From an optimization exercise on the open Yosys and OpenROAD flow, aimed at small area, a short achievable clock period and few clock cycles per item; shortcuts taken in it are not production practice. Where RTL was checked, it was by simulation tests only, not by an equivalence proof against the original. The RTL of runs 1 and 2 was laid out without a check of its function.

**design/flow/run.sh**
```bash
#!/bin/bash
# synth_recipe.tcl (not shown) runs the flow's synth.tcl, then flattens the netlist and writes it again
# the make line also repeats each setting of config.mk as NAME=value (left out here)
make -C /OpenROAD-flow-scripts/flow DESIGN_CONFIG=/design/flow/config.mk WORK_HOME=/design/flow/orfs CLKGATE_MAP_FILE= SYNTH_SCRIPT=/design/flow/synth_recipe.tcl finish
```
**design/flow/config.mk**
```make
export PLATFORM = sky130hd
export DESIGN_NAME = huffman
export DESIGN_NICKNAME = huffman
export VERILOG_FILES = /design/flow/design.v
export SDC_FILE = /design/flow/constraint.sdc
export NUM_CORES = 4
export LEC_CHECK = 0
export CAP_MARGIN = 20
export CORE_MARGIN = 2
export CORE_UTILIZATION = 40
export SLEW_MARGIN = 20
```
**design/flow/constraint.sdc**
```tcl
create_clock -name core_clock -period 5.0 [get_ports {clk}]
set_input_delay 1.0000 -clock core_clock [delete_from_list [all_inputs] [get_ports {clk}]]
set_output_delay 1.0000 -clock core_clock [all_outputs]
set_load 0.01 [all_outputs]
```
**design/flow/design.v**
```verilog
module huffman(clk, reset, gray_valid, gray_data, CNT_valid, CNT1, CNT2, CNT3, CNT4, CNT5, CNT6,
    code_valid, HC1, HC2, HC3, HC4, HC5, HC6, M1, M2, M3, M4, M5, M6 );
input clk;
input reset;
input gray_valid;
input [7:0] gray_data;
output reg CNT_valid;
output [7:0] CNT1, CNT2, CNT3, CNT4, CNT5, CNT6;
output reg code_valid;
output [7:0] HC1, HC2, HC3, HC4, HC5, HC6;
output [7:0] M1, M2, M3, M4, M5, M6;
	reg [6:0] w [0:5];    
	reg [2:0] ptr [0:5];  
	reg [4:0] hc [0:5];
	reg [4:0] mk [0:5];   
	reg started;          
	reg act;              
	reg ph;               
	reg [4:1] fm;         
	assign CNT1 = {1'b0, w[5]};
	assign CNT2 = {1'b0, w[0]};
	assign CNT3 = {1'b0, w[1]};
	assign CNT4 = {1'b0, w[2]};
	assign CNT5 = {1'b0, w[3]};
	assign CNT6 = {1'b0, w[4]};
	assign HC1 = {3'b0, hc[0]};
	assign HC2 = {3'b0, hc[1]};
	assign HC3 = {3'b0, hc[2]};
	assign HC4 = {3'b0, hc[3]};
	assign HC5 = {3'b0, hc[4]};
	assign HC6 = {3'b0, hc[5]};
	assign M1 = {3'b0, mk[0][4:1], 1'b1};
	assign M2 = {3'b0, mk[1][4:1], 1'b1};
	assign M3 = {3'b0, mk[2][4:1], 1'b1};
	assign M4 = {3'b0, mk[3][4:1], 1'b1};
	assign M5 = {3'b0, mk[4][4:1], 1'b1};
	assign M6 = {3'b0, mk[5][4:1], 1'b1};
	wire detect = started && !gray_valid;
	wire sum = act && ph;
	wire ins = act && !ph;
	wire last = sum && w[2][6] && w[2][5] && w[2][4];
	function lt;
		input [6:0] a, b;
		integer n;
		begin
			lt = 1'b0;
			for (n = 0; n < 7; n = n + 1) lt = (a[n] == b[n]) ? lt : b[n];
		end
	endfunction
	wire [6:0] N = w[0];
	wire [5:1] l;
	genvar k;
	generate for (k = 1; k < 6; k = k + 1) begin : cmp
		assign l[k] = lt(w[k], N);
	end endgenerate
	wire [6:0] c = {1'b0, l[5], l[4:1] | fm, 1'b1};
	wire [2:0] q = {c[4], c[2] & !c[4], (c[1] & !c[2]) | (c[3] & !c[4]) | c[5]};
	wire [6:0] ap = w[0] ^ w[1], ag = w[0] & w[1];
	wire [6:0] cy;
	assign cy[0] = 1'b0;
	assign cy[1] = ag[0];
	assign cy[2] = ag[1] | (ap[1] & ag[0]);
	wire g32 = ag[3] | (ap[3] & ag[2]), p32 = ap[3] & ap[2];
	wire g54 = ag[5] | (ap[5] & ag[4]), p54 = ap[5] & ap[4];
	assign cy[3] = ag[2] | (ap[2] & cy[2]);
	assign cy[4] = g32 | (p32 & cy[2]);
	assign cy[5] = ag[4] | (ap[4] & cy[4]);
	assign cy[6] = g54 | (p54 & cy[4]);
	wire [6:0] ws = ap ^ cy;
	always @(posedge clk or posedge reset) begin
		if (reset) begin
			started <= 0;
			act <= 0;
			ph <= 0;
			fm <= 4'b1111;
			CNT_valid <= 0;
			code_valid <= 0;
		end else begin
			started <= gray_valid || (started && !detect);
			CNT_valid <= detect;
			act <= detect || (act && !last);
			ph <= ins && !fm[1];
			if (ins) fm <= {1'b0, fm[4:2]};
			if (last) code_valid <= 1;
		end
	end
	wire [2:0] g = gray_data[2:0];
	wire [5:0] en = {gray_valid && g == 3'd6, gray_valid && g == 3'd5, gray_valid && g == 3'd4,
	                 gray_valid && g == 3'd3, gray_valid && g == 3'd2, gray_valid && g == 3'd1};
	wire [2:0] slot [0:5];
	assign slot[0] = 3'd5; assign slot[1] = 3'd0; assign slot[2] = 3'd1;
	assign slot[3] = 3'd2; assign slot[4] = 3'd3; assign slot[5] = 3'd4;
	genvar j;
	generate for (j = 0; j < 6; j = j + 1) begin : ent
		localparam integer s = (j == 5) ? 0 : j + 1;
		wire [6:0] up = (j < 5) ? w[j + 1] : 7'h7f;
		wire [6:0] ones;    
		assign ones[0] = 1'b1;
		genvar n;
		for (n = 1; n < 7; n = n + 1) begin : pre
			assign ones[n] = &w[j][n - 1:0];
		end
		wire [6:0] inc = w[j] ^ (ones & {7{en[s]}});
		always @(posedge clk or posedge reset) begin
			if (reset) w[j] <= 0;
			else if (gray_valid) w[j] <= inc;
			else if (sum) w[j] <= (j == 0) ? ws : up;
			else if (ins) w[j] <= c[j + 1] ? up : c[j] ? N : w[j];
		end
	end endgenerate
	genvar i;
	generate for (i = 0; i < 6; i = i + 1) begin : sym
		wire [2:0] p = ptr[i];
		wire [2:0] pm1 = {p[2] & (p[1] | p[0]), p[1] ^ !p[0], !p[0]};  
		wire dec = sum | c[p];
		always @(posedge clk or posedge reset) begin
			if (reset) begin
				ptr[i] <= slot[i];
				hc[i] <= 0;
				mk[i] <= 0;
			end else begin
				if (act) ptr[i] <= (p == 3'd0) ? (sum ? 3'd0 : q) : (dec ? pm1 : p);
				if (sum && p <= 3'd1) begin
					mk[i] <= {mk[i][3:0], 1'b1};
					hc[i] <= hc[i] | ({5{p == 3'd0}} & ({mk[i][3:0], 1'b1} & ~mk[i]));
				end
			end
		end
	end endgenerate
endmodule
```
==> qor.yml, run 1 <==
ioPinCount: 157
syn-cell-area_um2: 8320
reg2reg_slack_ns: 1.37
num_rows: 52
drt-total-wl_mm: 21.6
routedWlPerCell_um: 16.8
post-cts-setup-buffers: 0
grt_usage_pct: 19.5
seq_area_um2: 3240
antenna_found_initial: 0
synthArstFlopShare_pct: 100
die_h_um: 148
dp_hpwl_mm: 14.4
maxSlewHeadroom_pct: 34.3
cts_made_buffers: 17
final-max-slew-violation-count: 0
place_inst: 1250
skew_ns: 0.0135
dieArea_um2: 22000
antenna-diode-count: 0
cts-resized-gates: 0
hold_buffers: 0
grt_start_max_net_pins: 108
rsz0062_at_grt: "false"
ys.flop_type: "dfrtp_1"
synth_seq_cells: 129
pre_cts_slack_ns: 1.51
root_buffer: "clkbuf_16"
drive_gt1_share_pct: 10.7
hold_path.class: "reg2reg"
synth_edf_count: 0
vias: 6948
core-area_um2: 20300
worst_slack_ns: 1.37
drc: 0
min_period_ns: 3.63
status: "finished clean"
cts_tree: "yes"
setup_viol_count_final: 0
critical-path-slowest-cell: "a221oi_2"
worstMarginPinSlew_ns: 0.986
fin_setup_tns_ns: 0
path_cells: "clkinv_1 > a22oi_1 > o311ai_1 > a21oi_1 > nor2_1 > a221oi_2 > o21ai_0 > a22o_1"
avgSynthCellArea_um2: 8.91
nFillCells: 2001
synthCells: 934
gp_congestion: 0.807
worstPathArrival_ns: 3.94
grt_overflow: 0
fmax_ghz: 0.275
fin_crit_sh_pct: 72.6
die_w_um: 148
stdcell_count: 1282
seq_area_frac_synth_pct: 39.0
clock_path_buffers: 2
cp-end-kind: "register"
grt_pass1_vias: 6423
vias_per_cell: 5.42
synth_warnings: 5
clk_pin_slew_worst_paths_ns: 0.07
crit_path_start_kind: "register"
maxCapViolCount: 0
start_util_pct: 41.0
critPathMaxStageDelay_ns: 0.83
io_buffers: 103
multiInputGateArea_um2: 4260
crit_type: "reg2reg"
path_max_fanout: 14
dr.pass1.iters: 7
ant_nets: 0
h-tree-depth: 4
critical_path_required_ns: 5.30
clkSinkCount: 129
clk_latency_ns: 0.43
syn_to_final_growth_pct: 17.8
drt_iter0_markers: 551
grt_first_pass_wirelength_mm: 34.3
hold_violations: 0
synth_cell_types: 81
finalNetCount: 1039
## synthesized netlist by cell type (all sizes together), types with 15 or more instances
| library cell | n | share of area (%) |
|---|---|---|
| nand2 | 82 | 3.7 |
| clkbuf | 25 | 1.1 |
| buf | 86 | 7.6 |
| nor2b | 20 | 1.5 |
| inv | 71 | 3.2 |
| dfrtp | 118 | 35 |
| a31o | 15 | 1.6 |
| nand3 | 17 | 1.0 |
| ha | 26 | 3.9 |
| a21oi | 79 | 4.8 |
| nand2b | 23 | 1.7 |
| o21ai | 66 | 4.0 |
| nor2 | 47 | 2.2 |
## worst max-delay path: cells and delay by family (launching register included)
kind / cells / cell delay [ns]
simple gates: 1 / 0.16
flops: 1 / 0.70
compound gates: 6 / 2.15
buf+inv: 1 / 0.48
## state kept, by name, summed over array words and instances, names as in the netlist
| name | count |
|---|---|
| w | 42 |
| hc | 30 |
| mk | 30 |
| ptr | 18 |
| fm | 4 |
| CNT_valid | 1 |
| act | 1 |
| code_valid | 1 |
| ph | 1 |
| started | 1 |
## routing by layer
layer  GRT usage, %  routed length [um]
met1           28.2               10200
met5              0                   0
met4           5.43                 289
met3           3.99                1390
met2           29.9                9720
## final timing paths
path | startpoint | to | cells past startpoint
max | w[0][5]$_DFFE_PP0P_ | ptr[5][0]$_DFFE_PP0P_ | 8
min | hc[4][0]$_DFFE_PP0P_ | hc[4][0]$_DFFE_PP0P_ | 1
max reg2reg | w[0][5]$_DFFE_PP0P_ | ptr[5][0]$_DFFE_PP0P_ | 8
min reg2reg | hc[4][0]$_DFFE_PP0P_ | hc[4][0]$_DFFE_PP0P_ | 1
max in group asynchronous | reset | fm[4]$_DFFE_PP1P_ | 3
min in group asynchronous | reset | hc[2][1]$_DFFE_PP0P_ | 2
## cell type report
| cell class | count | area share (%) |
|---|---|---|
| Multi-Input combinational cell | 668 | 43.4 |
| Sequential cell | 129 | 33.1 |
| Timing Repair Buffer | 111 | 11.1 |
| Inverter | 72 | 2.81 |
| Tap cell | 270 | 3.45 |
| Clock buffer | 18 | 4.48 |
| Clock inverter | 14 | 1.68 |
## stage by stage
step | area (um2) | hold slack, ns | util, %
floorplan | 8490 | 0.441 | -
CTS | 9800 | 0.467 | 48.3
finish | 9800 | 0.465 | 48.3
global route | 9800 | 0.486 | 48.3
detailed placement | 9200 | 0.451 | 45.3
global placement | 9200 | 0.446 | 45.3
## placed cells by master (no fill, tap or decap), types with 14 or more instances in the layout
cell type        instances
nand2_1                 82
nand2b_1                23
nor2b_1                 20
clkbuf_16               17
nand3_1                 17
inv_1                   69
nor2_1                  45
a31o_2                  15
o22a_1                  14
ha_1                    26
conb_1                  48
a21oi_1                 78
dfrtp_1                118
mux2_2                  14
clkdlybuf4s50_1        102
o21ai_0                 64
## kinds of logic (layout without fill, tap and decap cells)
family | count (synthesis) | in the layout | synth area share (%)
simple gates | 264 | 264 | 16.0
compound gates | 301 | 301 | 25.1
flops | 129 | 129 | 39.0
fa+ha+maj | 29 | 29 | 4.63
other cells | 2 | 48 | 0.0903
buf+inv | 183 | 215 | 12.0
mux | 23 | 23 | 2.98
xor+xnor | 3 | 3 | 0.316
==> run 2: changes to the inputs <==
--- a/design/flow/config.mk
+++ b/design/flow/config.mk
@@ -10,2 +10,3 @@
 export CORE_UTILIZATION = 40
+export SETUP_SLACK_MARGIN = 2.8
 export SLEW_MARGIN = 20
==> run 2 against run 1 <==
Compared with the run above: area after synthesis stayed put; utilization is 13 points higher; critical path type unchanged; worst setup slack better by 0.92 ns.
==> qor.yml, run 2 <==
status: "finished clean"
gp_congestion: 0.819
clkSinkCount: 129
clock_path_buffers: 2
ys_top_cells_by_area: "dfrtp_1 (35%), buf_4 (6.6%), a21oi_1 (4.7%)"
core-area_um2: 20300
die_h_um: 148
hold_violations: 0
drt-total-wl_mm: 27.3
num_rows: 52
antenna_found_initial: 0
min_period_ns: 2.71
synth_edf_count: 0
avgSynthCellArea_um2: 8.91
vias_per_cell: 5.62
largest_reg_flops: 42
maxSlewHeadroom_pct: 50.6
rsz0062_at_grt: "true"
h-tree-depth: 4
whs_ns: 0.452
finalNetCount: 1213
dieArea_um2: 22000
final-max-slew-violation-count: 0
drc: 0
biggestRegsByFlops: "w x42, hc x30, mk x30"
grt_overflow: 0
antenna-diode-count: 0
fin_setup_tns_ns: 0
ioPinCount: 157
cts_tree: "yes"
grt_usage_pct: 23.1
vias: 8183
cp-end-kind: "register"
synth_warnings: 5
fmax_ghz: 0.369
largest_register: "w"
crit_type: "reg2reg"
synthArstFlopShare_pct: 100
root_buffer: "clkbuf_16"
grt_first_pass_wirelength_mm: 40.0
routedWlPerCell_um: 18.8
seq_area_frac_synth_pct: 39.0
synth_cell_types: 81
drt_iter0_markers: 623
synthCells: 934
die_w_um: 148
cts_made_buffers: 17
io_buffers: 103
critical_path_required_ns: 5.32
fin_crit_sh_pct: 54.2
syn_to_final_growth_pct: 48.5
start_util_pct: 41.0
final_cell_mix: "buf_4 (123), dlygate4sd2_1 (81), dfrtp_1 (78), nand2_1 (78), inv_1 (60)"
synth_most_common_cell: "dfrtp_1"
maxCapViolCount: 0
ys.flop_type: "dfrtp_1"
ant_nets: 0
grt_pass1_vias: 7437
drive_gt1_share_pct: 41.0
setup_viol_count_final: 0
clk_pin_slew_worst_paths_ns: 0.06
crit_path_start_kind: "register"
dp_hpwl_mm: 14.9
path_max_fanout: 5
hold_path.class: "reg2reg"
synth_top_area_share_pct: 35.5
synth.largest_area_cell: "dfrtp_1"
worstPathArrival_ns: 3.03
worstMarginPinSlew_ns: 0.741
grt_start_max_net_pins: 77
nFillCells: 1695
yosys-top-cells-count: "dfrtp_1 (118), nand2_1 (82), a21oi_1 (78)"
hold_buffers: 0
clk_latency_ns: 0.44
skew_ns: 0.0166
layout_commonest_cell: "buf_4"
syn-cell-area_um2: 8320
synth_seq_cells: 129
dr.pass1.iters: 7
run 2: cell counts after synthesis:
Identical to the previous run, type by type.
run 2: final cells by class:
class	count	area [um2]	share of cell area, %
multi-input combinational	672	5330	43.1
sequential	129	3290	26.7
timing repair buffer	280	2550	20.7
clock buffer	19	433	3.50
tap	270	338	2.73
inverter	72	303	2.45
clock inverter	13	104	0.840
timing repair inverter	1	5.00	0.0405
run 2: critical path: stages, from the launching register on:
cell	delay (ns)
dfrtp_2	0.46
buf_6	0.16
buf_6	0.11
nor2b_4	0.14
a221oi_4	0.07
buf_4	0.16
nor3_4	0.23
a21oi_4	0.11
buf_6	0.14
or3_4	0.39
a21oi_4	0.18
buf_12	0.14
mux2_4	0.29
run 2: repair_timing:
item | 4_1_cts | 5_1_grt
pin swaps | 61 | 45
gates resized for setup | 321 | 127
cloned | 8 | 1
setup endpoints to repair | 218 | 86
setup buffers | 123 | 43
run 2: cell families (layout without fill, tap and decap cells):
| family | count (synthesis) | in the layout | share of synthesized area [%] |
|---|---|---|---|
| and+or+nand+nor | 264 | 266 | 16.0 |
| buffers and inverters | 183 | 385 | 12.0 |
| adders and majority gates | 29 | 29 | 4.63 |
| xor gates and xnor gates | 3 | 3 | 0.316 |
| muxes | 23 | 23 | 2.98 |
| AOI/OAI and AO/OA | 301 | 303 | 25.1 |
| other | 2 | 48 | 0.0903 |
| DFF | 129 | 129 | 39.0 |
run 2: metrics by stage:
stage / cells / setup WS [ns] / cell area (um2) / util [%]
after floorplan: 980 / 2.41 / 8630 / -
after global placement: 1249 / 1.70 / 9300 / 45.8
after detailed placement: 1249 / 1.64 / 9300 / 45.8
after CTS: 1412 / 2.33 / 11500 / 56.5
after global routing: 1456 / 2.23 / 12400 / 60.9
final: 1456 / 2.29 / 12400 / 60.9
run 2: path summary, 6_finish.rpt:
path                                      startpoint              endpoint  slack [ns]  cells past startpoint
worst min register to register  hc[4][0]$_DFFE_PP0P_  hc[4][0]$_DFFE_PP0P_        0.45                      1
min in group asynchronous                      reset  hc[3][0]$_DFFE_PP0P_        1.11                      3
worst max register to register   w[0][1]$_DFFE_PP0P_   w[4][0]$_DFFE_PP0P_        2.29                     12
worst min-delay path            hc[4][0]$_DFFE_PP0P_  hc[4][0]$_DFFE_PP0P_        0.45                      1
worst max-delay path             w[0][1]$_DFFE_PP0P_   w[4][0]$_DFFE_PP0P_        2.29                     12
max in group asynchronous                      reset         act$_DFF_PP0_        3.25                      3
run 2: routing by layer:
metal / GRT usage, % / routed length (um)
met4: 8.14 / 609
met1: 32.8 / 11900
met3: 4.88 / 2100
met5: 0 / 0
met2: 35.0 / 12700
==> run 3: changes to the inputs <==
--- a/design/flow/design.v
+++ b/design/flow/design.v
@@ -56,2 +56,3 @@
 	wire [6:0] c = {1'b0, l[5], l[4:1] | fm, 1'b1};
+	wire [6:1] mv = {sum, {5{act}} & (c[5:1] | {5{ph}})};
 	wire [2:0] q = {c[4], c[2] & !c[4], (c[1] & !c[2]) | (c[3] & !c[4]) | c[5]};
@@ -105,5 +106,9 @@
 			if (reset) w[j] <= 0;
-			else if (gray_valid) w[j] <= inc;
-			else if (sum) w[j] <= (j == 0) ? ws : up;
-			else if (ins) w[j] <= c[j + 1] ? up : c[j] ? N : w[j];
+			else if (en[s]) w[j] <= inc;
+			else if (j == 0) begin
+				if (sum) w[j] <= ws;
+				else if (ins) w[j] <= c[1] ? up : N;
+			end
+			else if (mv[j + 1]) w[j] <= up;
+			else if (mv[j]) w[j] <= N;
 		end
@@ -115,2 +120,4 @@
 		wire dec = sum | c[p];
+		wire a = sum && p[2:1] == 2'd0;
+		wire a0 = sum && p == 3'd0;
 		always @(posedge clk or posedge reset) begin
@@ -122,6 +129,4 @@
 				if (act) ptr[i] <= (p == 3'd0) ? (sum ? 3'd0 : q) : (dec ? pm1 : p);
-				if (sum && p <= 3'd1) begin
-					mk[i] <= {mk[i][3:0], 1'b1};
-					hc[i] <= hc[i] | ({5{p == 3'd0}} & ({mk[i][3:0], 1'b1} & ~mk[i]));
-				end
+				mk[i] <= mk[i] | ({5{a}} & {mk[i][3:0], 1'b1});
+				hc[i] <= hc[i] | ({5{a0}} & {mk[i][3:0], 1'b1} & ~mk[i]);
 			end
==> design/flow/flow/run.sh (new file) <==
#!/bin/bash
# The standard layout, with plain buffers on the ports instead of the
# resizer's default pick (a slow delay cell).
set -euo pipefail
export BUFFER_PORTS_ARGS="-buffer_cell sky130_fd_sc_hd__buf_2"
bash standard.sh > standard.log 2>&1
==> design/flow/standard.sh (new file) <==
#!/bin/bash
# synth_recipe.tcl (not shown) runs the flow's synth.tcl, then flattens the netlist and writes it again
# the make line also repeats each setting of config.mk as NAME=value (left out here)
make -C /OpenROAD-flow-scripts/flow DESIGN_CONFIG=/design/flow/config.mk WORK_HOME=/design/flow/orfs CLKGATE_MAP_FILE= SYNTH_SCRIPT=/design/flow/synth_recipe.tcl "${@:-finish}"
--- a/design/flow/config.mk
+++ b/design/flow/config.mk
@@ -10,3 +10,2 @@
 export CORE_UTILIZATION = 40
-export SETUP_SLACK_MARGIN = 2.8
 export SLEW_MARGIN = 20
removed: design/flow/run.sh
==> run 3 against run 2 <==
Compared with the run above: sequential share of layout area up 8.4 points; clock-buffer cell count up 7; cell count shrank 13%; critical path depth shrank 3; utilization decreased by 15 points; hold slack worse by 0.0056 ns; via count decreased by 14%.
==> qor.yml, run 3 <==
largest_register: "w"
grt_start_max_net_pins: 84
dieArea_um2: 21800
h-tree-depth: 4
finalNetCount: 1011
layout_commonest_cell: "dfrtp_1"
skew_ns: 0.0106
path_cells: "ha_1 > a211o_1 > o32ai_2 > buf_4 > nor2_1 > a211oi_1 > a21oi_1 > a31oi_1 > mux2i_1"
status: "finished clean"
maxSlewHeadroom_pct: 34.3
post-cts-setup-buffers: 0
hold_buffers: 0
worstMarginPinSlew_ns: 0.983
root_buffer: "clkbuf_16"
synth_cell_types: 86
fin_crit_sh_pct: 68.8
hold_violations: 0
synth_seq_cells: 129
die_w_um: 148
ant_nets: 0
num_rows: 52
clk_pin_slew_worst_paths_ns: 0.05
yosys-top-cells-count: "dfrtp_1 (118), nand2_1 (90), buf_4 (77)"
antenna_found_initial: 0
pre_cts_slack_ns: 1.63
min_period_ns: 3.44
synth_most_common_cell: "dfrtp_1"
worst_slack_ns: 1.56
crit_type: "reg2reg"
avgSynthCellArea_um2: 8.99
maxCapViolCount: 0
ioPinCount: 157
cts_made_buffers: 17
nFillCells: 1985
drc: 0
critical_path_required_ns: 5.33
synthArstFlopShare_pct: 100
drt-total-wl_mm: 21.9
synth_top_area_share_pct: 35.7
synthCells: 920
syn_to_final_growth_pct: 11.7
dr.pass1.iters: 5
grt_pass1_vias: 6576
final_cell_mix: "dfrtp_1 (118), buf_2 (104), nand2_1 (90)"
clk_latency_ns: 0.42
clock_path_buffers: 2
io_buffers: 103
setup_viol_count_final: 0
largest_reg_flops: 42
clkSinkCount: 129
start_util_pct: 40.9
dp_hpwl_mm: 15.1
finish.utilization_pct: 45.6
synth_edf_count: 0
drt_iter0_markers: 512
final-max-slew-violation-count: 0
vias_per_cell: 5.57
critical-path-slowest-cell: "dfrtp_1"
grt_first_pass_wirelength_mm: 35.5
die_h_um: 148
fmax_ghz: 0.291
synth.largest_area_cell: "dfrtp_1"
antenna-diode-count: 0
cts-resized-gates: 0
critPathMaxStageDelay_ns: 0.84
synth_warnings: 5
drive_gt1_share_pct: 22.1
rsz0062_at_grt: "false"
vias: 7053
cp-end-kind: "register"
path_max_fanout: 16
worstPathArrival_ns: 3.78
core-area_um2: 20200
biggestRegsByFlops: "w x42, hc x30, mk x30"
gp_congestion: 0.898
ys_top_cells_by_area: "dfrtp_1 (36%), buf_4 (7.0%), nand2_1 (4.1%)"
crit_path_start_kind: "register"
fin_setup_tns_ns: 0
routedWlPerCell_um: 17.3
seq_area_frac_synth_pct: 39.2
grt_usage_pct: 20.3
cts_tree: "yes"
ys.flop_type: "dfrtp_1"
syn-cell-area_um2: 8270
grt_overflow: 0
hold_path.class: "reg2reg"
==> run 3: cell count changes in the layout (fill, tap and decap cells not counted), sizes merged, moves of 11 or more <==
cell / before / now
dlygate4sd2: 81 / 0
buf: 183 / 113
a21oi: 79 / 49
o21ai: 66 / 36
nor3: 13 / 28
o22a: 14 / 0
ha: 26 / 14
a31oi: 12 / 23
clkinvlp: 11 / 0
inv: 70 / 59
==> run 3: kinds of logic (layout without fill, tap and decap cells) <==
family,count (synthesis),after routing,share of synthesized area (%)
other,2,48,0.0908
buffers and inverters,177,207,11.7
AND/OR/NAND/NOR,289,289,17.4
multiplexers,32,32,4.07
XOR/XNOR,6,6,0.636
flip-flops,129,129,39.2
adder cells (fa/ha/maj),18,18,2.97
AO/OA/AOI/OAI,267,267,23.9
==> run 3: critical path, delay by kind of cell, from the launching register on <==
kind / cells / cell delay, ns
buffers and inverters: 1 / 0.26
adders and majority gates: 1 / 0.39
muxes: 1 / 0.24
DFF: 1 / 0.84
and+or+nand+nor: 1 / 0.05
AOI/OAI and AO/OA: 5 / 1.59
==> run 3: per-layer routing <==
layer	global-route usage [%]	share of wire, %
met1	28.9	47
met2	31.8	46
met3	3.21	5.4
met4	6.35	1.5
met5	0	0
==> run 3: stage by stage <==
| step | hold slack [ns] | area (um2) | cells |
|---|---|---|---|
| 3_3_place_gp | 0.435 | 8640 | 1233 |
| 6_report | 0.446 | 9240 | 1266 |
| 3_5_place_dp | 0.441 | 8640 | 1234 |
| 4_1_cts | 0.453 | 9240 | 1266 |
| 2_1_floorplan | 0.441 | 8440 | 966 |
| 5_1_grt | 0.461 | 9240 | 1266 |
==> run 3: worst paths after layout <==
check	start	to	slack, ns	cells after the start
min in group asynchronous	reset	hc[0][4]$_DFF_PP0_	0.74	2
max reg2reg	w[0][4]$_DFFE_PP0P_	ptr[1][1]$_DFFE_PP0P_	1.56	9
max in group asynchronous	reset	fm[4]$_DFFE_PP1P_	3.33	3
max	w[0][4]$_DFFE_PP0P_	ptr[1][1]$_DFFE_PP0P_	1.56	9
min reg2reg	hc[4][0]$_DFF_PP0_	hc[4][0]$_DFF_PP0_	0.45	1
min	hc[4][0]$_DFF_PP0_	hc[4][0]$_DFF_PP0_	0.45	1
==> run 3: final cells by class <==
| cell class | instances | area [um2] | area share, % |
|---|---|---|---|
| clock buffers | 26 | 489 | 5.30 |
| clock inverters | 6 | 105 | 1.14 |
| inverters | 62 | 238 | 2.57 |
| multi-input cells | 660 | 4240 | 45.9 |
| flip-flops and latches | 129 | 3240 | 35.1 |
| well taps | 270 | 338 | 3.66 |
| repair buffers | 113 | 588 | 6.37 |
Testbench counts of run 3, summed over its fixed seeds: cycles 11,136, items 96.
==> run 4: changes to the inputs <==
--- a/design/flow/config.mk
+++ b/design/flow/config.mk
@@ -10,2 +10,3 @@
 export CORE_UTILIZATION = 40
+export SETUP_SLACK_MARGIN = 2.6
 export SLEW_MARGIN = 20
==> run 4 against run 3 <==
Compared with the run above: worst setup slack gained 0.81 ns; still clean on timing, DRC and antenna; area after synthesis is the same; clock-buffer cell count shrank 5; die area is the same; sequential cell count is the same; utilization grew 10 points; via count grew 10%.
==> qor.yml, run 4 <==
reg2reg_slack_ns: 2.37
worstMarginPinSlew_ns: 0.733
nFillCells: 1756
start_util_pct: 40.9
grt_overflow: 0
yosys.area_share.simple_pct: 17.4
root_buffer: "clkbuf_16"
synth_cell_types: 86
hold_path_end: "hc[3][0]$_DFF_PP0_"
num_rows: 52
vias: 7764
synthCells: 920
hold_path.class: "reg2reg"
avgSynthCellArea_um2: 8.99
maxSlewHeadroom_pct: 51.1
cts_tree: "yes"
min_from: "hc[3][0]$_DFF_PP0_"
synth_edf_count: 0
crit_path_start_kind: "register"
reg2reg_to: "ptr[3][1]$_DFFE_PP1P_"
drt_iter0_markers: 607
place_inst: 1231
gp_congestion: 0.880
die_w_um: 148
path_max_fanout: 7
clk_latency_ns: 0.43
largest_reg_flops: 42
hold_buffers: 0
muxShareOfSynthArea_pct: 4.07
biggestRegsByFlops: "w x42, hc x30, mk x30"
final-max-slew-violation-count: 0
grt_first_pass_wirelength_mm: 39.0
synth.largest_area_cell: "dfrtp_1"
maxCapViolCount: 0
whs_ns: 0.452
fin_setup_tns_ns: 0
synth_most_common_cell: "dfrtp_1"
ys.flop_type: "dfrtp_1"
drc: 0
dieArea_um2: 21800
syn_to_final_growth_pct: 36.9
ant_nets: 0
syn-cell-area_um2: 8270
drive_gt1_share_pct: 42.7
critical-path-slowest-cell: "dfrtp_4"
grt_start_max_net_pins: 130
h-tree-depth: 4
fin_crit_sh_pct: 52.6
dp_hpwl_mm: 15.0
synth_top_area_share_pct: 35.7
clock_path_buffers: 2
min_period_ns: 2.63
layout_commonest_cell: "dfrtp_1"
status: "finished clean"
r2r_cells: 9
cp-end-kind: "register"
pre_cts_slack_ns: 1.63
stdcell_count: 1368
io_buffers: 103
fmax_ghz: 0.380
final_cell_mix: "dfrtp_1 (105), buf_2 (100), nand2_1 (84)"
cts_made_buffers: 17
critical_path_required_ns: 5.35
reg2reg_from: "w[0][4]$_DFFE_PP0P_"
critPathMaxStageDelay_ns: 0.56
ys_top_cells_by_area: "dfrtp_1 (36%), buf_4 (7.0%), nand2_1 (4.1%)"
largest_register: "w"
vias_per_cell: 5.68
clk_pin_slew_worst_paths_ns: 0.06
rsz0062_at_grt: "true"
antenna-diode-count: 0
synth_warnings: 5
dr.pass1.iters: 6
worstPathArrival_ns: 2.98
crit_type: "reg2reg"
clkSinkCount: 129
grt_pass1_vias: 7180
seq_area_frac_synth_pct: 39.2
synth_top_family_by_area: "compound AO/OA/AOI/OAI gates"
path_cells: "buf_12 > nor2b_4 > maj3_2 > nor2_4 > o21ai_4 > a2111o_1 > buf_4 > mux2_2 > mux2i_1"
hold_violations: 0
synthArstFlopShare_pct: 100
skew_ns: 0.00965
synth_compound_area_share_pct: 23.9
core-area_um2: 20200
worst_slack_ns: 2.37
synth_seq_cells: 129
antenna_found_initial: 0
yosys.area_share.adder_pct: 2.97
setup_viol_count_final: 0
synth-xor-area-share_pct: 0.635
routedWlPerCell_um: 18.8
die_h_um: 148
ioPinCount: 157
yosys-top-cells-count: "dfrtp_1 (118), nand2_1 (90), buf_4 (77)"
drt-total-wl_mm: 25.7
grt_usage_pct: 22.3
finalNetCount: 1113
worstHoldPathCells: 1
run 4: cell counts after synthesis:
No cell type changed its count.
run 4: layout make-up:
class	instances	area (um2)	area share, %
Timing Repair Buffer	213	1580	14.0
Tap cell	270	338	2.98
Sequential cell	129	3280	28.9
Inverter	62	253	2.23
Clock buffer	21	480	4.24
Clock inverter	11	104	0.917
Multi-Input combinational cell	662	5290	46.7
run 4: how the worst max path moves through the flow:
stage                                   start                    end
after floorplan                         reset    CNT_valid$_DFF_PP0_
after global placement    w[0][3]$_DFFE_PP0P_    w[3][2]$_DFFE_PP0P_
after detailed placement  w[0][3]$_DFFE_PP0P_    w[3][2]$_DFFE_PP0P_
after CTS                 w[0][4]$_DFFE_PP0P_  ptr[3][1]$_DFFE_PP1P_
after global routing      w[0][2]$_DFFE_PP0P_  ptr[1][0]$_DFFE_PP0P_
final                     w[0][4]$_DFFE_PP0P_  ptr[3][1]$_DFFE_PP1P_
run 4: worst max-delay path, delay by kind of cell (launching register included):
kind	cells	cell delay, ns
AOI/OAI and AO/OA	2	0.67
adders and majority gates	1	0.34
buffers and inverters	2	0.36
DFF	1	0.56
and+or+nand+nor	2	0.23
muxes	2	0.39
run 4: through the flow:
| stage | cell area, um2 | utilization [%] |
|---|---|---|
| 6_report | 11300 | 56.0 |
| 5_1_grt | 11300 | 56.0 |
| 4_1_cts | 10600 | 52.6 |
| 3_5_place_dp | 8710 | 43.1 |
| 3_3_place_gp | 8710 | 43.1 |
| 2_1_floorplan | 8530 | - |
run 4: cells by family after synthesis:
| family | Yosys count |
|---|---|
| compound gates | 267 |
| xor+xnor | 6 |
| fa+ha+maj | 18 |
| buf+inv | 177 |
| flops | 129 |
| mux | 32 |
| other cells | 2 |
| simple gates | 289 |
run 4: layer usage:
metal / share of wire [%] / track usage, % / wire (um)
met1: 44 / 30.9 / 11200
met2: 47 / 35.5 / 12200
met3: 6.4 / 3.21 / 1640
met4: 2.6 / 8.46 / 676
met5: 0 / 0 / 0
run 4: timing repair:
action / 4_1_cts / 5_1_grt
resized for setup: 166 / 108
buffers inserted: 81 / 21
setup endpoints to repair: 89 / 103
hold endpoints to repair: 0 / 0
cloned: 2 / 1
pin swaps: 68 / 66
==> run 5: changes to the inputs <==
--- a/design/flow/config.mk
+++ b/design/flow/config.mk
@@ -10,3 +10,3 @@
 export CORE_UTILIZATION = 40
-export SETUP_SLACK_MARGIN = 2.6
+export SETUP_SLACK_MARGIN = 2.0
 export SLEW_MARGIN = 20
==> run 5 against run 4 <==
Compared with the run above: sequential share of layout area grew 6.0 points; worst setup slack got worse by 0.36 ns; first-iteration DRC count down 25%; synthesized cell count unchanged; critical path type unchanged.
==> qor.yml, run 5 <==
dr.pass1.iters: 5
cts_tree: "yes"
die_w_um: 148
grt_first_pass_wirelength_mm: 35.0
seq_area_frac_synth_pct: 39.2
largest_register: "w"
finalNetCount: 1013
biggestRegsByFlops: "w x42, hc x30, mk x30"
syn_to_final_growth_pct: 12.6
hold_buffers: 0
routedWlPerCell_um: 17.3
avgSynthCellArea_um2: 8.99
reg2reg_from: "w[0][3]$_DFFE_PP0P_"
fin_setup_tns_ns: 0
ys_top_cells_by_area: "dfrtp_1 (36%), buf_4 (7.0%), nand2_1 (4.1%)"
vias: 7059
synthCells: 920
synth.largest_area_cell: "dfrtp_1"
worstMarginPinSlew_ns: 0.967
num_rows: 52
maxCapViolCount: 0
die_h_um: 148
synth_edf_count: 0
hold_path.class: "reg2reg"
fmax_ghz: 0.334
maxSlewHeadroom_pct: 35.4
clock_path_buffers: 2
synth_most_common_cell: "dfrtp_1"
drt-total-wl_mm: 21.9
placed_area_um2: 8640
crit_path_start_kind: "register"
grt_overflow: 0
root_buffer: "clkbuf_16"
start_util_pct: 40.9
grt_start_max_net_pins: 82
synth_cell_types: 86
cts_made_buffers: 17
clkSinkCount: 129
final_cell_mix: "dfrtp_1 (114), buf_2 (103), nand2_1 (90)"
worstPathArrival_ns: 3.26
synth_seq_cells: 129
gp_congestion: 0.907
ioPinCount: 157
h-tree-depth: 4
drc: 0
io_buffers: 103
yosys-top-cells-count: "dfrtp_1 (118), nand2_1 (90), buf_4 (77)"
min_from: "hc[3][0]$_DFF_PP0_"
drive_gt1_share_pct: 24.1
path_max_fanout: 16
crit_type: "reg2reg"
synth_warnings: 5
dieArea_um2: 21800
multiInputGateArea_um2: 4340
hold_violations: 0
largest_reg_flops: 42
antenna-diode-count: 0
fin_crit_sh_pct: 59.8
ant_nets: 0
cp-end-kind: "register"
core-area_um2: 20200
critical_path_required_ns: 5.26
seq_area_um2: 3250
clk_pin_slew_worst_paths_ns: 0.05
skew_ns: 0.0103
dp_hpwl_mm: 15.0
finish.utilization_pct: 46.0
status: "finished clean"
whs_ns: 0.452
vias_per_cell: 5.57
rsz0062_at_grt: "true"
grt_usage_pct: 20.2
grt_pass1_vias: 6380
layout_commonest_cell: "dfrtp_1"
drt_iter0_markers: 458
final-max-slew-violation-count: 0
antenna_found_initial: 0
ys.flop_type: "dfrtp_1"
nFillCells: 2008
synthArstFlopShare_pct: 100
min_period_ns: 2.99
setup_viol_count_final: 0
crit_start: "w[0][3]$_DFFE_PP0P_"
syn-cell-area_um2: 8270
fin_area_um2: 9310
clk_latency_ns: 0.42
synth_top_area_share_pct: 35.7
run 5: changes by cell type in the layout (fill, tap and decap cells not counted), sizes merged:
cell	previous run	this run
a211oi	16	15
nand2	91	90
clkinv	7	9
clkinvlp	7	5
buf	212	114
bufinv	1	0
o32ai	3	4
run 5: layout make-up:
class,instances,share of cell area [%]
Timing Repair Buffer,114,6.60
Inverter,62,2.54
Clock inverter,10,0.685
Multi-Input combinational cell,661,46.6
Sequential cell,129,34.9
Tap cell,270,3.63
Clock buffer,22,4.99
run 5: critical path: stages, from the launching register on:
cell     delay (ns)
dfrtp_4        0.58
ha_1           0.45
nor4b_1        0.09
a31o_2         0.27
o32ai_2        0.57
or3_1          0.19
o21ai_0        0.11
a21oi_1        0.28
a21o_1         0.18
a41oi_1        0.12
run 5: cell families (layout without fill, tap and decap cells):
kind of cell	after synthesis	after routing	share of synthesized area [%]
AOI/OAI and AO/OA	267	268	23.9
buffers and inverters	177	208	11.7
xor gates and xnor gates	6	6	0.636
and+or+nand+nor	289	289	17.4
muxes	32	32	4.07
other	2	48	0.0908
DFF	129	129	39.2
adders and majority gates	18	18	2.97
run 5: per-layer routing:
layer  track usage [%]  wire length, um  vias to the layer above
li1                  -                -                     3370
met1              28.9            10100                     3432
met2              31.1            10100                      232
met3              3.49             1250                       25
met4              6.35              362                        0
met5                 0                0                        -
run 5: path summary, 6_finish.rpt:
path | end | slack (ns) | cells past startpoint
worst max register to register | ptr[2][1]$_DFFE_PP0P_ | 2.01 | 9
worst max-delay path | ptr[2][1]$_DFFE_PP0P_ | 2.01 | 9
worst min-delay path | hc[3][0]$_DFF_PP0_ | 0.45 | 1
max in group asynchronous | w[0][0]$_DFFE_PP0P_ | 3.63 | 3
worst min register to register | hc[3][0]$_DFF_PP0_ | 0.45 | 1
min in group asynchronous | mk[0][1]$_DFF_PP0_ | 0.78 | 3
run 5: through the flow:
step           cells  setup WS [ns]
2_1_floorplan    966           2.41
3_3_place_gp    1234           1.50
3_5_place_dp    1234           1.48
4_1_cts         1267           2.00
5_1_grt         1268           1.92
6_report        1268           2.01
run 5: what timing repair did:
item,4_1_cts,5_1_grt
pin swaps,1,3
buffers inserted,0,1
gates cloned,1,0
endpoints found under the setup margin,47,29
resized for setup,10,14
==> run 6: changes to the inputs <==
==> design/flow/run.sh (new file) <==
#!/bin/bash
# synth_recipe.tcl (not shown) runs the flow's synth.tcl, then flattens the netlist and writes it again
# the make line also repeats each setting of config.mk as NAME=value (left out here)
make -C /OpenROAD-flow-scripts/flow DESIGN_CONFIG=/design/flow/config.mk WORK_HOME=/design/flow/orfs CLKGATE_MAP_FILE= SYNTH_SCRIPT=/design/flow/synth_recipe.tcl finish
--- a/design/flow/config.mk
+++ b/design/flow/config.mk
@@ -10,3 +10,2 @@
 export CORE_UTILIZATION = 40
-export SETUP_SLACK_MARGIN = 2.0
 export SLEW_MARGIN = 20
removed: design/flow/flow/run.sh
removed: design/flow/standard.sh
==> run 6 against run 5 <==
Compared with the run above: still clean; worst setup slack worse by 0.40 ns; critical path depth is 1 lower; clock skew is 0.0012 ns lower; synthesized cell count stayed put; sequential cell count stayed put; first-iteration DRC count is 5.9% higher; global-route usage hardly changed.
==> qor.yml, run 6 <==
status: "finished clean"
cts_tree: "yes"
synth_cell_types: 86
ys_top_cells_by_area: "dfrtp_1 (36%), buf_4 (7.0%), nand2_1 (4.1%)"
antenna_found_initial: 0
synthCells: 920
synth.largest_area_cell: "dfrtp_1"
drc: 0
path_max_fanout: 16
start_util_pct: 40.9
clkSinkCount: 129
die_h_um: 148
synth_edf_count: 0
fin_crit_sh_pct: 67.8
fmax_ghz: 0.295
final_cell_mix: "dfrtp_1 (118), clkdlybuf4s50_1 (103), nand2_1 (90)"
post-cts-setup-buffers: 0
hold_path.class: "reg2reg"
die_w_um: 148
finish.utilization_pct: 48.1
drt_iter0_markers: 485
clk_latency_ns: 0.42
vias: 7007
layout_commonest_cell: "dfrtp_1"
grt_start_max_net_pins: 103
clock_path_buffers: 2
synth_warnings: 5
routedWlPerCell_um: 17.2
cp.depth: 8
wl_met3_mm: 1.22
path_cells: "inv_2 > a222oi_1 > nand3_1 > o211ai_2 > a21o_2 > o21ai_2 > or3_1 > a32o_1"
hold_buffers: 0
hold_violations: 0
synth_top_area_share_pct: 35.7
dp_hpwl_mm: 15.0
cts_made_buffers: 17
drive_gt1_share_pct: 11.9
drt-met1-wl_mm: 10.2
syn-cell-area_um2: 8270
route.met2.wl_mm: 10.1
vias_per_cell: 5.53
top_layer_used: "met4"
cp-end-kind: "register"
maxCapViolCount: 0
place_inst: 1234
critPathMaxStageDelay_ns: 0.80
final-max-slew-violation-count: 0
ioPinCount: 157
crit_type: "reg2reg"
reg2reg_from: "w[0][3]$_DFFE_PP0P_"
core-area_um2: 20200
synthArstFlopShare_pct: 100
synth_seq_cells: 129
rsz0062_at_grt: "false"
setup_viol_count_final: 0
stdcell_count: 1266
dieArea_um2: 21800
dr.pass1.iters: 5
grt_first_pass_wirelength_mm: 35.3
crit_path_start_kind: "register"
yosys-top-cells-count: "dfrtp_1 (118), nand2_1 (90), buf_4 (77)"
biggestRegsByFlops: "w x42, hc x30, mk x30"
critical_path_required_ns: 5.31
finalNetCount: 1011
min_from: "hc[1][0]$_DFF_PP0_"
gp_congestion: 0.884
fin_setup_tns_ns: 0
worstMarginPinSlew_ns: 0.967
critical-path-slowest-cell: "dfrtp_1"
crit_start: "w[0][3]$_DFFE_PP0P_"
seq_area_frac_synth_pct: 39.2
io_buffers: 103
drt-total-wl_mm: 21.8
min_period_ns: 3.39
worstPathArrival_ns: 3.70
grt_overflow: 0
ys.flop_type: "dfrtp_1"
h-tree-depth: 4
critPathTopFamily: "compound AO/OA/AOI/OAI gates"
synth_most_common_cell: "dfrtp_1"
clk_pin_slew_worst_paths_ns: 0.06
largest_reg_flops: 42
crit_buf_inv: 1
ant_nets: 0
worstHoldPathCells: 1
skew_ns: 0.00907
r2r_cells: 8
antenna-diode-count: 0
maxSlewHeadroom_pct: 35.5
num_rows: 52
largest_register: "w"
grt_pass1_vias: 6510
cts-resized-gates: 0
grt_usage_pct: 20.2
syn_to_final_growth_pct: 17.6
avgSynthCellArea_um2: 8.99
root_buffer: "clkbuf_16"
-- run 6: logic make-up after synthesis --
| family | share of synthesized area [%] |
|---|---|
| simple gates | 17.4 |
| compound gates | 23.9 |
| buf+inv | 11.7 |
| flops | 39.2 |
| mux | 4.07 |
| fa+ha+maj | 2.97 |
| xor+xnor | 0.636 |
| other cells | 0.0908 |
-- run 6: path summary, 6_finish.rpt --
kind                       slack [ns]                     to
max in group asynchronous        2.98  ptr[3][1]$_DFFE_PP1P_
min                              0.45     hc[1][0]$_DFF_PP0_
min in group asynchronous        1.17     hc[0][4]$_DFF_PP0_
max                              1.61    w[3][0]$_DFFE_PP0P_
min reg2reg                      0.45     hc[1][0]$_DFF_PP0_
max reg2reg                      1.61    w[3][0]$_DFFE_PP0P_
-- run 6: final cells by class --
class                   count  area (um2)
clock buffers              24         482
clock inverters             8        82.6
fillers                  1943       10500
inverters                  62         238
multi-input cells         660        4240
flip-flops and latches    129        3240
well taps                 270         338
repair buffers            113        1110
-- run 6: routing by layer --
| layer | vias up | GRT usage [%] |
|---|---|---|
| li1 | 3353 | - |
| met3 | 23 | 3.70 |
| met2 | 254 | 32.1 |
| met1 | 3377 | 28.4 |
| met5 | - | 0 |
| met4 | 0 | 5.48 |
-- run 6: through the flow --
stage	hold WS, ns	cell area (um2)	setup slack (ns)
finish	0.453	9720	1.61
global route	0.473	9720	1.44
CTS	0.458	9720	1.70
detailed placement	0.445	9160	1.38
global placement	0.442	9160	1.45
floorplan	0.441	8440	0.577
==> run 7: changes to the inputs <==
--- a/design/flow/design.v
+++ b/design/flow/design.v
@@ -104,13 +104,26 @@
 		wire [6:0] inc = w[j] ^ (ones & {7{en[s]}});
+		wire tu = (j == 0) ? ins && c[1] : mv[j + 1];
+		wire tn = (j == 0) ? act && !tu : mv[j] && !mv[j + 1];
+		wire [6:0] nv = (j == 0) ? (sum ? ws : N) : N;
+		wire [6:0] d = ({7{tu}} & up) | ({7{tn}} & nv) | ({7{!tu && !tn}} & inc);
 		always @(posedge clk or posedge reset) begin
 			if (reset) w[j] <= 0;
-			else if (en[s]) w[j] <= inc;
-			else if (j == 0) begin
-				if (sum) w[j] <= ws;
-				else if (ins) w[j] <= c[1] ? up : N;
-			end
-			else if (mv[j + 1]) w[j] <= up;
-			else if (mv[j]) w[j] <= N;
+			else w[j] <= d;
 		end
 	end endgenerate
+	reg [5:1] cr;
+	reg sr, ir;
+	always @(posedge clk or posedge reset) begin
+		if (reset) begin
+			cr <= 0;
+			sr <= 0;
+			ir <= 0;
+		end else begin
+			cr <= c[5:1];
+			sr <= sum;
+			ir <= ins;
+		end
+	end
+	wire [6:0] crx = {1'b0, cr, 1'b1};
+	wire [2:0] qr = {cr[4], cr[2] & !cr[4], (cr[1] & !cr[2]) | (cr[3] & !cr[4]) | cr[5]};
 	genvar i;
@@ -119,5 +132,6 @@
 		wire [2:0] pm1 = {p[2] & (p[1] | p[0]), p[1] ^ !p[0], !p[0]};  
-		wire dec = sum | c[p];
-		wire a = sum && p[2:1] == 2'd0;
-		wire a0 = sum && p == 3'd0;
+		wire z = p == 3'd0;
+		wire [2:0] pe = (sr || ir) ? (z ? (sr ? 3'd0 : qr) : ((sr || crx[p]) ? pm1 : p)) : p;
+		wire a = sum && pe[2:1] == 2'd0;
+		wire a0 = sum && pe == 3'd0;
 		always @(posedge clk or posedge reset) begin
@@ -128,3 +142,3 @@
 			end else begin
-				if (act) ptr[i] <= (p == 3'd0) ? (sum ? 3'd0 : q) : (dec ? pm1 : p);
+				ptr[i] <= pe;
 				mk[i] <= mk[i] | ({5{a}} & {mk[i][3:0], 1'b1});
==> design/flow/flow/run.sh (new file) <==
#!/bin/bash
# The standard layout, with plain buffers on the ports instead of the
# resizer's default pick (a slow delay cell).
set -euo pipefail
export BUFFER_PORTS_ARGS="-buffer_cell sky130_fd_sc_hd__buf_2"
bash standard.sh > standard.log 2>&1
==> design/flow/standard.sh (new file) <==
#!/bin/bash
# synth_recipe.tcl (not shown) runs the flow's synth.tcl, then flattens the netlist and writes it again
# the make line also repeats each setting of config.mk as NAME=value (left out here)
make -C /OpenROAD-flow-scripts/flow DESIGN_CONFIG=/design/flow/config.mk WORK_HOME=/design/flow/orfs CLKGATE_MAP_FILE= SYNTH_SCRIPT=/design/flow/synth_recipe.tcl "${@:-finish}"
--- a/design/flow/config.mk
+++ b/design/flow/config.mk
@@ -10,2 +10,3 @@
 export CORE_UTILIZATION = 40
+export SETUP_SLACK_MARGIN = 2.0
 export SLEW_MARGIN = 20
removed: design/flow/run.sh
==> run 7 against run 6 <==
Compared with the run above: still clean; register-to-register slack gained 0.54 ns; fmax grew 19%; sequential cell count grew 7; critical path type unchanged; critical endpoint is now w[0][5]$_DFF_PP0_; highest routed layer unchanged.
==> qor.yml, run 7 <==
place_inst: 1187
antenna-diode-count: 0
top_layer_used: "met4"
stdcell_count: 1219
synthArstFlopShare_pct: 100
ys_top_cells_by_area: "dfrtp_1 (37%), buf_4 (6.5%), dfstp_2 (3.4%)"
h-tree-depth: 4
synth_most_common_cell: "dfrtp_1"
grt_usage_pct: 19.5
cts_tree: "yes"
synth-xor-area-share_pct: 3.35
wl_met3_um: 996
fin_crit_sh_pct: 57.0
num_rows: 52
fmax_ghz: 0.351
grt_first_pass_wirelength_mm: 34.2
gp_congestion: 0.863
fin_setup_tns_ns: 0
reg2reg_to: "w[0][5]$_DFF_PP0_"
grt_pass1_vias: 6371
final-max-slew-violation-count: 0
grt_overflow: 0
seq_area_frac_synth_pct: 40.8
reg2reg_slack_ns: 2.15
drc: 0
drive_gt1_share_pct: 20.5
skew_ns: 0.0118
setup_viol_count_final: 0
muxShareOfSynthArea_pct: 2.08
syn_to_final_growth_pct: 12.8
core-area_um2: 20400
crit_start: "w[0][0]$_DFF_PP0_"
synth_compound_area_share_pct: 23.4
path_max_fanout: 14
largest_reg_flops: 42
ant_nets: 0
hold_path.class: "reg2reg"
vias: 6637
synth_cell_types: 78
hold_violations: 0
hold_buffers: 0
synth_edf_count: 0
yosys.area_share.adder_pct: 4.15
root_buffer: "clkbuf_16"
clk_latency_ns: 0.44
io_buffers: 103
synth_top_family_by_area: "compound AO/OA/AOI/OAI gates"
synth_seq_cells: 136
critical_path_required_ns: 5.31
dr.pass1.iters: 5
final_cell_mix: "dfrtp_1 (123), buf_2 (103), inv_1 (69)"
layout_commonest_cell: "dfrtp_1"
clock_path_buffers: 2
die_h_um: 149
maxCapViolCount: 0
drt_iter0_markers: 437
min_period_ns: 2.85
yosys.area_share.simple_pct: 14.6
largest_register: "w"
synthCells: 868
cp-end-kind: "register"
r2r_cells: 11
rsz0062_at_grt: "false"
synth_top_area_share_pct: 37.3
finalNetCount: 969
clkSinkCount: 136
worstMarginPinSlew_ns: 0.803
routedWlPerCell_um: 17.3
cts_made_buffers: 17
route.met2.wl_mm: 10.5
worstSetupEndpoint: "w[0][5]$_DFF_PP0_"
yosys-top-cells-count: "dfrtp_1 (125), buf_4 (72), inv_1 (70)"
status: "finished clean"
start_util_pct: 41.1
syn-cell-area_um2: 8380
maxSlewHeadroom_pct: 46.0
avgSynthCellArea_um2: 9.65
antenna_found_initial: 0
ioPinCount: 157
dieArea_um2: 22100
drt-total-wl_mm: 21.1
drt-met1-wl_mm: 9.34
clk_pin_slew_worst_paths_ns: 0.06
synth.largest_area_cell: "dfrtp_1"
reg2reg_from: "w[0][0]$_DFF_PP0_"
biggestRegsByFlops: "w x42, hc x30, mk x30"
worstPathArrival_ns: 3.16
ys.flop_type: "dfrtp_1"
crit_type: "reg2reg"
vias_per_cell: 5.44
die_w_um: 149
grt_start_max_net_pins: 137
post-cts-setup-buffers: 0
dp_hpwl_mm: 14.3
crit_path_start_kind: "register"
synth_warnings: 5
run 7: how the worst min path moves through the flow:
stage | cells past startpoint | slack (ns) | startpoint | end
2_1_floorplan | 2 | 0.44 | mk[2][4]$_DFF_PP0_ | mk[2][4]$_DFF_PP0_
3_3_place_gp | 1 | 0.44 | hc[2][0]$_DFF_PP0_ | hc[2][0]$_DFF_PP0_
3_5_place_dp | 1 | 0.44 | hc[2][0]$_DFF_PP0_ | hc[2][0]$_DFF_PP0_
4_1_cts | 1 | 0.46 | hc[2][0]$_DFF_PP0_ | hc[2][0]$_DFF_PP0_
5_1_grt | 1 | 0.47 | hc[4][0]$_DFF_PP0_ | hc[4][0]$_DFF_PP0_
6_report | 1 | 0.46 | hc[5][0]$_DFF_PP0_ | hc[5][0]$_DFF_PP0_
run 7: kinds of logic (layout without fill, tap and decap cells):
logic type      after synthesis  after routing
simple gates                220            220
compound gates              253            253
mux                          17             17
xor+xnor                     32             32
other cells                   2             48
buf+inv                     181            216
fa+ha+maj                    27             27
flops                       136            136
run 7: through the flow:
step                      instance area (um2)  hold WS [ns]  setup WS, ns  utilization [%]
after detailed placement                 8780         0.443          2.01             43.1
after CTS                                9430         0.458          2.01             46.3
after global placement                   8780         0.437          1.98             43.1
after floorplan                          8550         0.441          2.32                -
after global routing                     9450         0.474          2.02             46.4
final                                    9450         0.457          2.15             46.4
run 7: area by class of cell:
| type | instances | area, um2 |
|---|---|---|
| fill | 1977 | 10900 |
| multi-input combinational | 597 | 4190 |
| sequential | 136 | 3420 |
| timing repair buffer | 109 | 573 |
| clock buffer | 18 | 429 |
| tap | 270 | 338 |
| inverter | 75 | 289 |
| clock inverter | 14 | 211 |
run 7: worst max-delay path: stages (launching register included):
cell and delay, ns:
dfrtp_1 0.72, ha_1 0.24, inv_1 0.05, fa_1 0.42, nor2b_1 0.12, o21ai_0 0.11
nor2b_1 0.17, fa_1 0.38, xnor2_1 0.13, nand2_1 0.06, a21oi_1 0.06, a221o_1 0.26
run 7: timing repair:
item                                    4_1_cts  5_1_grt
gates resized for setup                       0        6
endpoints found under the hold margin         0        0
endpoints found under the setup margin        0       28
run 7: per-layer routing:
layer | track usage [%] | vias to the layer above
met5 | 0 | -
met3 | 4.79 | 27
met4 | 5.14 | 0
met2 | 32.3 | 172
li1 | - | 3174
met1 | 25.7 | 3264
Testbench counts of run 7, summed over its fixed seeds: cycles 11,136, items 96.
==> run 8: changes to the inputs <==
--- a/design/flow/config.mk
+++ b/design/flow/config.mk
@@ -10,3 +10,3 @@
 export CORE_UTILIZATION = 40
-export SETUP_SLACK_MARGIN = 2.0
+export SETUP_SLACK_MARGIN = 2.5
 export SLEW_MARGIN = 20
==> run 8 against run 7 <==
Compared with the run above: still clean; register-to-register slack improved by 0.33 ns; die area is the same; first-iteration DRC count is 6.9% lower; critical path depth shrank 2; cell count is 1.8% higher; final area grew 3.5%; sequential cell count stayed put; global-route usage increased by 0.16 points; highest routed layer unchanged.
==> qor.yml, run 8 <==
seq_area_frac_synth_pct: 40.8
yosys-top-cells-count: "dfrtp_1 (125), buf_4 (72), inv_1 (70)"
synthArstFlopShare_pct: 100
clk_latency_ns: 0.43
drive_gt1_share_pct: 25.3
clkSinkCount: 136
yosys.area_share.adder_pct: 4.15
drt-total-wl_mm: 21.6
ys.flop_type: "dfrtp_1"
wl_met3_mm: 1.11
place_inst: 1187
antenna_found_initial: 0
fin_setup_tns_ns: 0
syn_to_final_growth_pct: 16.7
drt_iter0_markers: 407
synthCells: 868
worstPathArrival_ns: 2.83
grt_start_max_net_pins: 137
muxShareOfSynthArea_pct: 2.08
synth_most_common_cell: "dfrtp_1"
drc: 0
h-tree-depth: 4
routedWlPerCell_um: 17.4
synth-xor-area-share_pct: 3.35
ys_top_cells_by_area: "dfrtp_1 (37%), buf_4 (6.5%), dfstp_2 (3.4%)"
largest_reg_flops: 42
yosys.area_share.simple_pct: 14.6
skew_ns: 0.0125
hold_path.class: "reg2reg"
core-area_um2: 20400
hold_violations: 0
avgSynthCellArea_um2: 9.65
rsz0062_at_grt: "true"
final-max-slew-violation-count: 0
crit_path_start_kind: "register"
multiInputGateArea_um2: 4310
cp-end-kind: "register"
synth_cell_types: 78
fin_crit_sh_pct: 50.3
hold_buffers: 0
dp_hpwl_mm: 14.3
route.met2.wl_mm: 10.6
ant_nets: 0
clk_pin_slew_worst_paths_ns: 0.06
grt_overflow: 0
vias_per_cell: 5.41
synth_edf_count: 0
dieArea_um2: 22100
root_buffer: "clkbuf_16"
fmax_ghz: 0.397
min_period_ns: 2.52
stdcell_count: 1241
num_rows: 52
critical_path_required_ns: 5.31
seq_area_um2: 3440
layout_commonest_cell: "dfrtp_1"
clock_path_buffers: 2
synth.largest_area_cell: "dfrtp_1"
synth_compound_area_share_pct: 23.4
die_w_um: 149
syn-cell-area_um2: 8380
maxCapViolCount: 0
top_layer_used: "met4"
dr.pass1.iters: 5
largest_register: "w"
antenna-diode-count: 0
synth_warnings: 5
worstMarginPinSlew_ns: 0.730
grt_first_pass_wirelength_mm: 34.5
path_max_fanout: 7
crit_type: "reg2reg"
gp_congestion: 0.863
final_cell_mix: "dfrtp_1 (115), buf_2 (103), inv_1 (66)"
synth_top_family_by_area: "compound AO/OA/AOI/OAI gates"
start_util_pct: 41.1
synth_top_area_share_pct: 37.3
nFillCells: 1944
status: "finished clean"
drt-met1-wl_mm: 9.54
synth_seq_cells: 136
maxSlewHeadroom_pct: 51.3
cts_tree: "yes"
cts_made_buffers: 17
grt_pass1_vias: 6400
ioPinCount: 157
biggestRegsByFlops: "w x42, hc x30, mk x30"
finalNetCount: 991
io_buffers: 103
vias: 6714
setup_viol_count_final: 0
die_h_um: 149
grt_usage_pct: 19.7
[run 8: cell counts after synthesis]
No cell type changed its count.
[run 8: cell type report]
cell class | instances | share of cell area, %
clock buffers | 18 | 4.39
clock inverters | 14 | 2.16
inverters | 75 | 3.08
multi-input cells | 597 | 44.1
flip-flops and latches | 136 | 35.2
well taps | 270 | 3.46
repair buffers | 131 | 7.63
[run 8: layer usage]
layer  vias to the layer above  track usage (%)
li1                       3210                -
met1                      3282             25.9
met2                       193             32.6
met3                        29             4.63
met4                         0             5.48
met5                         -                0
[run 8: critical path: stages (launching register included)]
cell       delay (ns)
dfrtp_2          0.45
buf_6            0.15
ha_4             0.24
mux2i_2          0.16
a2111oi_2        0.39
a2111oi_2        0.12
buf_4            0.19
a211o_1          0.29
o22a_1           0.20
o22a_1           0.21
[run 8: final timing paths]
check,startpoint,endpoint,slack (ns),cells past startpoint
min reg2reg,hc[5][0]$_DFF_PP0_,hc[5][0]$_DFF_PP0_,0.46,1
min,hc[5][0]$_DFF_PP0_,hc[5][0]$_DFF_PP0_,0.46,1
max,w[0][1]$_DFF_PP0_,w[1][4]$_DFF_PP0_,2.48,9
max reg2reg,w[0][1]$_DFF_PP0_,w[1][4]$_DFF_PP0_,2.48,9
min in group asynchronous,reset,hc[5][1]$_DFF_PP0_,0.79,3
max in group asynchronous,reset,w[0][3]$_DFF_PP0_,3.65,3
[run 8: kinds of logic (layout without fill, tap and decap cells)]
group	count (synthesis)	after routing
AO/OA/AOI/OAI	253	253
XOR/XNOR	32	32
adder cells (fa/ha/maj)	27	27
buffers and inverters	181	238
flip-flops	136	136
multiplexers	17	17
other	2	48
AND/OR/NAND/NOR	220	220
[run 8: stage by stage]
| stage | util [%] | hold slack [ns] | setup WS (ns) | instance area [um2] |
|---|---|---|---|---|
| final | 48.0 | 0.456 | 2.48 | 9780 |
| after floorplan | - | 0.441 | 2.32 | 8550 |
| after CTS | 46.8 | 0.458 | 2.41 | 9540 |
| after global placement | 43.1 | 0.437 | 1.98 | 8780 |
| after global routing | 48.0 | 0.474 | 2.44 | 9780 |
| after detailed placement | 43.1 | 0.443 | 2.01 | 8780 |
[run 8: repair_timing]
item	in CTS	in global routing
endpoints found under the setup margin	63	56
endpoints found under the hold margin	0	0
buffers inserted	8	14
pin swaps	2	6
gates resized for setup	18	31

[afterwards: timing with drivers on the ports]
The results above use ideal ports. As a check the final layouts listed here were re-extracted and re-timed, cells and wires unchanged.
Step 1: set_driving_cell puts a clkbuf_16 on clk and a buf_2 on each other input, an assumption about the parent block.
Step 2 times the ports against the registers' clock, not the clock port: input delays grow and output delays shrink by t, the midpoint of the rising clock arrivals with the driver on.
Three values: ideal, step 1, step 2; two values: the first two.
run | t, ns | setup WS [ns] | worst setup path at the end | worst data-port slew with drivers (ns)
run 1 | 0.465 | 1.369 / 1.369 / 1.369 | register to register | 0.03
run 2 | 0.469 | 2.289 / 2.289 / 2.018 | input to register | 0.03
run 3 | 0.460 | 1.559 / 1.559 / 1.559 | register to register | 0.03
run 4 | 0.470 | 2.369 / 2.369 / 2.178 | input to register | 0.03
run 5 | 0.465 | 2.010 / 2.010 / 1.860 | input to register | 0.03
run 6 | 0.462 | 1.609 / 1.609 / 1.334 | input to register | 0.03
run 7 | 0.472 | 2.152 / 2.152 / 1.965 | input to register | 0.03
run 8 | 0.470 | 2.484 / 2.484 / 2.122 | input to register | 0.03
After both steps every run listed still meets setup and hold. For run 8, which loses most, drivers alone change the setup slack by 0.000 ns; drivers and shift together by -0.362 ns.
